Context: an optimization exercise on an open-source flow, tuned for small area. The choices shown serve that exercise and are no tape-out recipe. Only simulation tests tie the RTL to the original design; equivalence was not proved. Power and IR drop assume default switching activity.

Setup of red:
==> flow/design.v <==
`timescale 1ns / 1ps
module D_FF(Clk  , reset, D    , Q);
    input D, Clk, reset;
    output reg Q;
    always @(posedge Clk or negedge reset)
        if (~reset)
            begin
                Q <= 1'b0;
            end 
        else
            begin
                Q <= D;
            end
endmodule 
`timescale 1ns / 1ps
module Register16b(Clk  ,     reset,      In,Out);
    input [15:0] In;
    input Clk, reset;
    output [15:0] Out;
    D_FF    DFF [15:0] (Clk  , reset, In    , Out);
endmodule
`timescale 1ns / 1ps
module Decoder_3to8(E     ,X        ,Z);
    input E;
    input [2:0] X;
    output [7:0] Z;
    and A0(Z[0],E,~X[2],~X[1],~X[0]);
    and A1(Z[1],E,~X[2],~X[1], X[0]);
    and A2(Z[2],E,~X[2], X[1],~X[0]);
    and A3(Z[3],E,~X[2], X[1], X[0]);
    and A4(Z[4],E, X[2],~X[1],~X[0]);
    and A5(Z[5],E, X[2],~X[1], X[0]);
    and A6(Z[6],E, X[2], X[1],~X[0]);
    and A7(Z[7],E, X[2], X[1], X[0]);
endmodule
`timescale 1ns / 1ps
module Decoder_4to16(E,X,Z);
    input E;
    input [3:0] X;
    output [15:0] Z;  
    not(X3not,X[3]);
    and(E1,X3not,E);
    and(E2,X[3],E);
    Decoder_3to8        DEC1        (E1     ,X[2:0]        ,Z[7:0]);
    Decoder_3to8        DEC2        (E2      ,X[2:0]        ,Z[15:8]);
endmodule
`timescale 1ns / 1ps
module Mux16bit_2to1(E     ,   S  , X1   , X0   , Z);
    input E, S;
    input [15:0] X1;
    input [15:0] X0;
    output [15:0] Z;
    wire Snot; 
    wire [15:0] A1;
    wire [15:0] A2; 
    not            n1(Snot,S);
    genvar i;
    generate
        for (i = 0; i < 16; i = i + 1) begin : bit_slice
            and a2  (A2[i],E,Snot,X0[i]);
            and a1  (A1[i],E,S,X1[i]);
            or  o1  (Z[i], A1[i], A2[i]);
        end
    endgenerate
endmodule
`timescale 1ns / 1ps
module Mux16bit_8to1(E     ,   S  , X0,X1,X2,X3,X4,X5,X6,X7, Z);
    input E;
    input [2:0] S;
    input [15:0] X0,X1,X2,X3,X4,X5,X6,X7;
    output [15:0] Z;
    wire [15:0] Z0,Z1, Z2, Z3, Z4,Z5;
    Mux16bit_2to1       MUX4        (E     ,   S[0]  , X1   , X0   , Z0); 
    Mux16bit_2to1       MUX3        (E     ,   S[0]  , X3   , X2   , Z1);
    Mux16bit_2to1       MUX2        (E     ,   S[0]  , X5   , X4   , Z2);     
    Mux16bit_2to1       MUX1        (E     ,   S[0]  , X7   , X6   , Z3);
    Mux16bit_2to1       MUX6        (E     ,   S[1]  , Z1   , Z0   , Z4);
    Mux16bit_2to1       MUX5        (E     ,   S[1]  , Z3   , Z2   , Z5);
    Mux16bit_2to1       MUX7        (E     ,   S[2]  , Z5   , Z4   , Z);        
endmodule
`timescale 1ns / 1ps
module Mux16bit_16to1(E,S,X0,X1,X2,X3,X4,X5,X6,X7,X8,X9,X10,X11,X12,X13,X14,X15,Z);
    input E;
    input [3:0] S;
    input [15:0] X0,X1,X2,X3,X4,X5,X6,X7,X8,X9,X10,X11,X12,X13,X14,X15;
    output [15:0] Z;
    wire [15:0] Z1, Z2;
    Mux16bit_8to1       MUX1        (E,S[2:0],X0,X1,X2,X3,X4,X5,X6,X7,Z1);
    Mux16bit_8to1       MUX2        (E,S[2:0],X8,X9,X10,X11,X12,X13,X14,X15,Z2);
    Mux16bit_2to1       MUX3        (E     ,   S[3]  ,  Z2  , Z1   , Z);    
endmodule
`timescale 1ns / 1ps
module Reg_File16b(A,B,C,Aaddr,Baddr,Caddr,Load,Clear,Clk);
    output [15:0] A,B;
    input [15:0] C;
    input [3:0] Aaddr,Baddr,Caddr;
    input Load,Clear,Clk;
    reg ready;
    always @(posedge Clk or negedge Clear)
        if (~Clear) ready <= 1'b0;
        else        ready <= 1'b1;
    wire [15:0] we = Load ? (16'h0001 << Caddr) : 16'h0000;
    wire [15:0] asel = ready ? (16'h0001 << Aaddr) : 16'h0000;
    wire [15:0] bsel = ready ? (16'h0001 << Baddr) : 16'h0000;
    wire [255:0] q;
    genvar i;
    generate
        for (i = 0; i < 16; i = i + 1) begin : r
            wire keep = ~we[i] & ready;
            wire [15:0] nd;
            reg  [15:0] d;
            genvar k;
            for (k = 0; k < 16; k = k + 1) begin : b
                Rf_Ao22 m (we[i], C[k], keep, d[k], nd[k]);
            end
            always @(posedge Clk)
                d <= nd;
            assign q[16*i +: 16] = d;
        end
        for (i = 0; i < 16; i = i + 1) begin : rd
            wire [15:0] col;
            genvar k;
            for (k = 0; k < 16; k = k + 1) begin : c
                assign col[k] = q[16*k + i];
            end
            Rf_Read16 ra (.s(asel), .d(col), .y(A[i]));
            Rf_Read16 rb (.s(bsel), .d(col), .y(B[i]));
        end
    endgenerate
endmodule
module Rf_Read16(s, d, y);
    input [15:0] s, d;
    output y;
    wire [5:0] t;
    Rf_Aoi222 g0 (s[0],  d[0],  s[1],  d[1],  s[2],  d[2],  t[0]);
    Rf_Aoi222 g1 (s[3],  d[3],  s[4],  d[4],  s[5],  d[5],  t[1]);
    Rf_Aoi222 g2 (s[6],  d[6],  s[7],  d[7],  s[8],  d[8],  t[2]);
    Rf_Aoi222 g3 (s[9],  d[9],  s[10], d[10], s[11], d[11], t[3]);
    Rf_Aoi222 g4 (s[12], d[12], s[13], d[13], s[14], d[14], t[4]);
    Rf_Nand2  g5 (s[15], d[15], t[5]);
    Rf_Nand6  g6 (t, y);
endmodule
module Rf_Aoi222(a1, a2, b1, b2, c1, c2, y);
    input a1, a2, b1, b2, c1, c2;
    output y;
    assign y = ~((a1 & a2) | (b1 & b2) | (c1 & c2));
endmodule
module Rf_Ao22(a1, a2, b1, b2, y);
    input a1, a2, b1, b2;
    output y;
    assign y = (a1 & a2) | (b1 & b2);
endmodule
module Rf_Nand2(a, b, y);
    input a, b;
    output y;
    assign y = ~(a & b);
endmodule
module Rf_Nand6(t, y);
    input [5:0] t;
    output y;
    assign y = ~(&t);
endmodule
Settings: LEC_CHECK=0, CAP_MARGIN=20, CORE_MARGIN=2, CORE_UTILIZATION=40, SLEW_MARGIN=20, SYNTH_HIERARCHICAL=1; clock period 5.0 ns.
standard.sh (not shown) runs the stock make flow with config.mk's settings and CLKGATE_MAP_FILE= SYNTH_SCRIPT=/design/flow/synth_recipe.tcl, a recipe that flattens the netlist after the stock synthesis.
==> flow/flow/run.sh <==
#!/bin/bash
# The standard layout (the standard.sh, unchanged synthesis), with two
# changes: port buffers use the smallest buffer, and the clock tree uses
# clkbuf_4 in clusters of at most 10 sinks within 40 um, without dummy
# balancing loads. ORFS writes each step's full log under orfs/logs/;
# make's own output goes to standard.log.
set -uo pipefail
bash standard.sh \
  'BUFFER_PORTS_ARGS=-buffer_cell sky130_fd_sc_hd__buf_1' \
  'CTS_ARGS=-sink_clustering_enable -repair_clock_nets -dont_use_dummy_load -buf_list sky130_fd_sc_hd__clkbuf_4 -sink_clustering_size 10 -sink_clustering_max_diameter 40' \
  finish > standard.log 2>&1
#### Input delta (blue over red)
--- a/flow/design.v
+++ b/flow/design.v
@@ -92,24 +92,24 @@
 `timescale 1ns / 1ps
 module Reg_File16b(A,B,C,Aaddr,Baddr,Caddr,Load,Clear,Clk);
     output [15:0] A,B;
     input [15:0] C;
     input [3:0] Aaddr,Baddr,Caddr;
     input Load,Clear,Clk;
-    reg ready;
+    reg  [15:0] valid;
+    wire [15:0] we = Load ? (16'h0001 << Caddr) : 16'h0000;
     always @(posedge Clk or negedge Clear)
-        if (~Clear) ready <= 1'b0;
-        else        ready <= 1'b1;
-    wire [15:0] we = Load ? (16'h0001 << Caddr) : 16'h0000;
-    wire [15:0] asel = ready ? (16'h0001 << Aaddr) : 16'h0000;
-    wire [15:0] bsel = ready ? (16'h0001 << Baddr) : 16'h0000;
+        if (~Clear) valid <= 16'h0000;
+        else        valid <= valid | we;
+    wire [15:0] asel = valid & (16'h0001 << Aaddr);
+    wire [15:0] bsel = valid & (16'h0001 << Baddr);
     wire [255:0] q;
     genvar i;
     generate
         for (i = 0; i < 16; i = i + 1) begin : r
-            wire keep = ~we[i] & ready;
+            wire keep = ~we[i] & valid[i];
             wire [15:0] nd;
             reg  [15:0] d;
             genvar k;
             for (k = 0; k < 16; k = k + 1) begin : b
                 Rf_Ao22 m (we[i], C[k], keep, d[k], nd[k]);
             end
--- outcome ---
Relative to red, total met2 wirelength after detailed routing has decreased by about 7% in blue. blue vs. red: clock buffer and inverter area fraction after layout did not really move; arrival time at the worst endpoint went down; buffering stage count on the worst path with inverters included did not really move; area of all placed cells without fillers went up; total via count in the routed design went down. Compared with red, blue is the more power-hungry design. red has a higher final critical path time including I/O delays and setup than blue. Compare red and blue | half-perimeter wire length of the detailed placement result higher: red.

---

Starts from the design.v that is shown in full above.
export LEC_CHECK = 0
export CAP_MARGIN = 0
export CORE_MARGIN = 2
export CORE_UTILIZATION = 40
export SLEW_MARGIN = 0
export SYNTH_HIERARCHICAL = 1
create_clock -name core_clock -period 5.0 [get_ports {Clk}]
==> flow/flow/run.sh <==
#!/bin/bash
# The standard layout (the standard.sh, unchanged synthesis), with two
# changes: port buffers use the smallest buffer, and the clock tree uses
# clkbuf_4 in clusters of at most 10 sinks within 50 um, without dummy
# balancing loads. ORFS writes each step's full log under orfs/logs/;
# make's own output goes to standard.log.
set -uo pipefail
bash standard.sh \
  'BUFFER_PORTS_ARGS=-buffer_cell sky130_fd_sc_hd__buf_1' \
  'CTS_ARGS=-sink_clustering_enable -repair_clock_nets -dont_use_dummy_load -buf_list sky130_fd_sc_hd__clkbuf_4 -sink_clustering_size 10 -sink_clustering_max_diameter 50' \
  finish > standard.log 2>&1
Then changed:
--- a/flow/design.v
+++ b/flow/design.v
@@ -93,22 +93,22 @@
 module Reg_File16b(A,B,C,Aaddr,Baddr,Caddr,Load,Clear,Clk);
     output [15:0] A,B;
     input [15:0] C;
     input [3:0] Aaddr,Baddr,Caddr;
     input Load,Clear,Clk;
-    reg ready;
+    reg  [15:0] valid;
+    wire [15:0] we = Load ? (16'h0001 << Caddr) : 16'h0000;
     always @(posedge Clk or negedge Clear)
-        if (~Clear) ready <= 1'b0;
-        else        ready <= 1'b1;
-    wire [15:0] we = Load ? (16'h0001 << Caddr) : 16'h0000;
-    wire [15:0] asel = ready ? (16'h0001 << Aaddr) : 16'h0000;
-    wire [15:0] bsel = ready ? (16'h0001 << Baddr) : 16'h0000;
+        if (~Clear) valid <= 16'h0000;
+        else        valid <= valid | we;
+    wire [15:0] asel = valid & (16'h0001 << Aaddr);
+    wire [15:0] bsel = valid & (16'h0001 << Baddr);
     wire [255:0] q;
     genvar i;
     generate
         for (i = 0; i < 16; i = i + 1) begin : r
-            wire keep = ~we[i] & ready;
+            wire keep = ~we[i] & valid[i];
             wire [15:0] nd;
             reg  [15:0] d;
             genvar k;
             for (k = 0; k < 16; k = k + 1) begin : b
                 Rf_Ao22 m (we[i], C[k], keep, d[k], nd[k]);
Result: Global-route usage goes down by 3.3 points; setup slack improves by 0.61 ns; wire length goes down by 7.6%; sequential share of layout area went up by 2.0 points; critical path depth does not change; flip-flop and latch count rose by 15; design area came out higher by 2.6%; combinational power increases by 120%.

---

Starts from the design.v that is shown in full above.
clock: 5.0 ns
lec_check: 0
cap_margin: 20
core_margin: 2
core_utilization: 40
slew_margin: 20
synth_hierarchical: 1
Scripts as last shown in full above: flow/flow/run.sh
The baseline produced a clean layout.
Change:
--- a/flow/design.v
+++ b/flow/design.v
@@ -92,24 +92,24 @@
 `timescale 1ns / 1ps
 module Reg_File16b(A,B,C,Aaddr,Baddr,Caddr,Load,Clear,Clk);
     output [15:0] A,B;
     input [15:0] C;
     input [3:0] Aaddr,Baddr,Caddr;
     input Load,Clear,Clk;
-    reg ready;
+    reg  [15:0] valid;
+    wire [15:0] we = Load ? (16'h0001 << Caddr) : 16'h0000;
     always @(posedge Clk or negedge Clear)
-        if (~Clear) ready <= 1'b0;
-        else        ready <= 1'b1;
-    wire [15:0] we = Load ? (16'h0001 << Caddr) : 16'h0000;
-    wire [15:0] asel = ready ? (16'h0001 << Aaddr) : 16'h0000;
-    wire [15:0] bsel = ready ? (16'h0001 << Baddr) : 16'h0000;
+        if (~Clear) valid <= 16'h0000;
+        else        valid <= valid | we;
+    wire [15:0] asel = valid & (16'h0001 << Aaddr);
+    wire [15:0] bsel = valid & (16'h0001 << Baddr);
     wire [255:0] q;
     genvar i;
     generate
         for (i = 0; i < 16; i = i + 1) begin : r
-            wire keep = ~we[i] & ready;
+            wire keep = ~we[i] & valid[i];
             wire [15:0] nd;
             reg  [15:0] d;
             genvar k;
             for (k = 0; k < 16; k = k + 1) begin : b
                 Rf_Ao22 m (we[i], C[k], keep, d[k], nd[k]);
             end
The changed run ran to the end with no violations.
Die area rose by 5.9%.
Power rose by 25%.
Routed wire length fell by 6.8%.
Cell count rose by 0.90%.
Synthesized area rose by 6.0%.
Via count fell by 0.63%.
Maximum frequency rose by 16%.

==> static timing again, ports no longer ideal <==
The results above use ideal ports. As a check the final layouts listed here were re-extracted and re-timed, cells and wires unchanged.
Step 1 sets driving cells, clkbuf_16 on the clock port and buf_2 on the other inputs (assumed; they add their load-dependent delay and slew).
Step 2 moves the port delays by t, midway between the first and last clock arrival at a register: inputs arrive t later, outputs are due t later. That takes back most of the time a late clock gives input paths.
Three values: ideal, step 1, step 2; two values: the first two.
run	t, ns	setup slack, ns	clock arrival spread, ns	worst slew at a driven data input, ns	pins driven straight from the clock port
red	0.673	0.399 / 0.354 / 0.645	0.046 / 0.046	0.13	1
blue	0.671	0.910 / 0.889 / 0.889	0.074 / 0.074	0.06	1
the first run of note 2	0.746	0.297 / 0.251 / 0.639	0.069 / 0.069	0.14	1
the second run of note 2	0.670	0.911 / 0.890 / 0.890	0.096 / 0.097	0.06	1
the first run of note 3	0.746	0.297 / 0.251 / 0.639	0.069 / 0.069	0.14	1
the second run of note 3	0.658	0.940 / 0.919 / 0.919	0.074 / 0.074	0.06	1
After both steps every run listed still meets setup and hold.
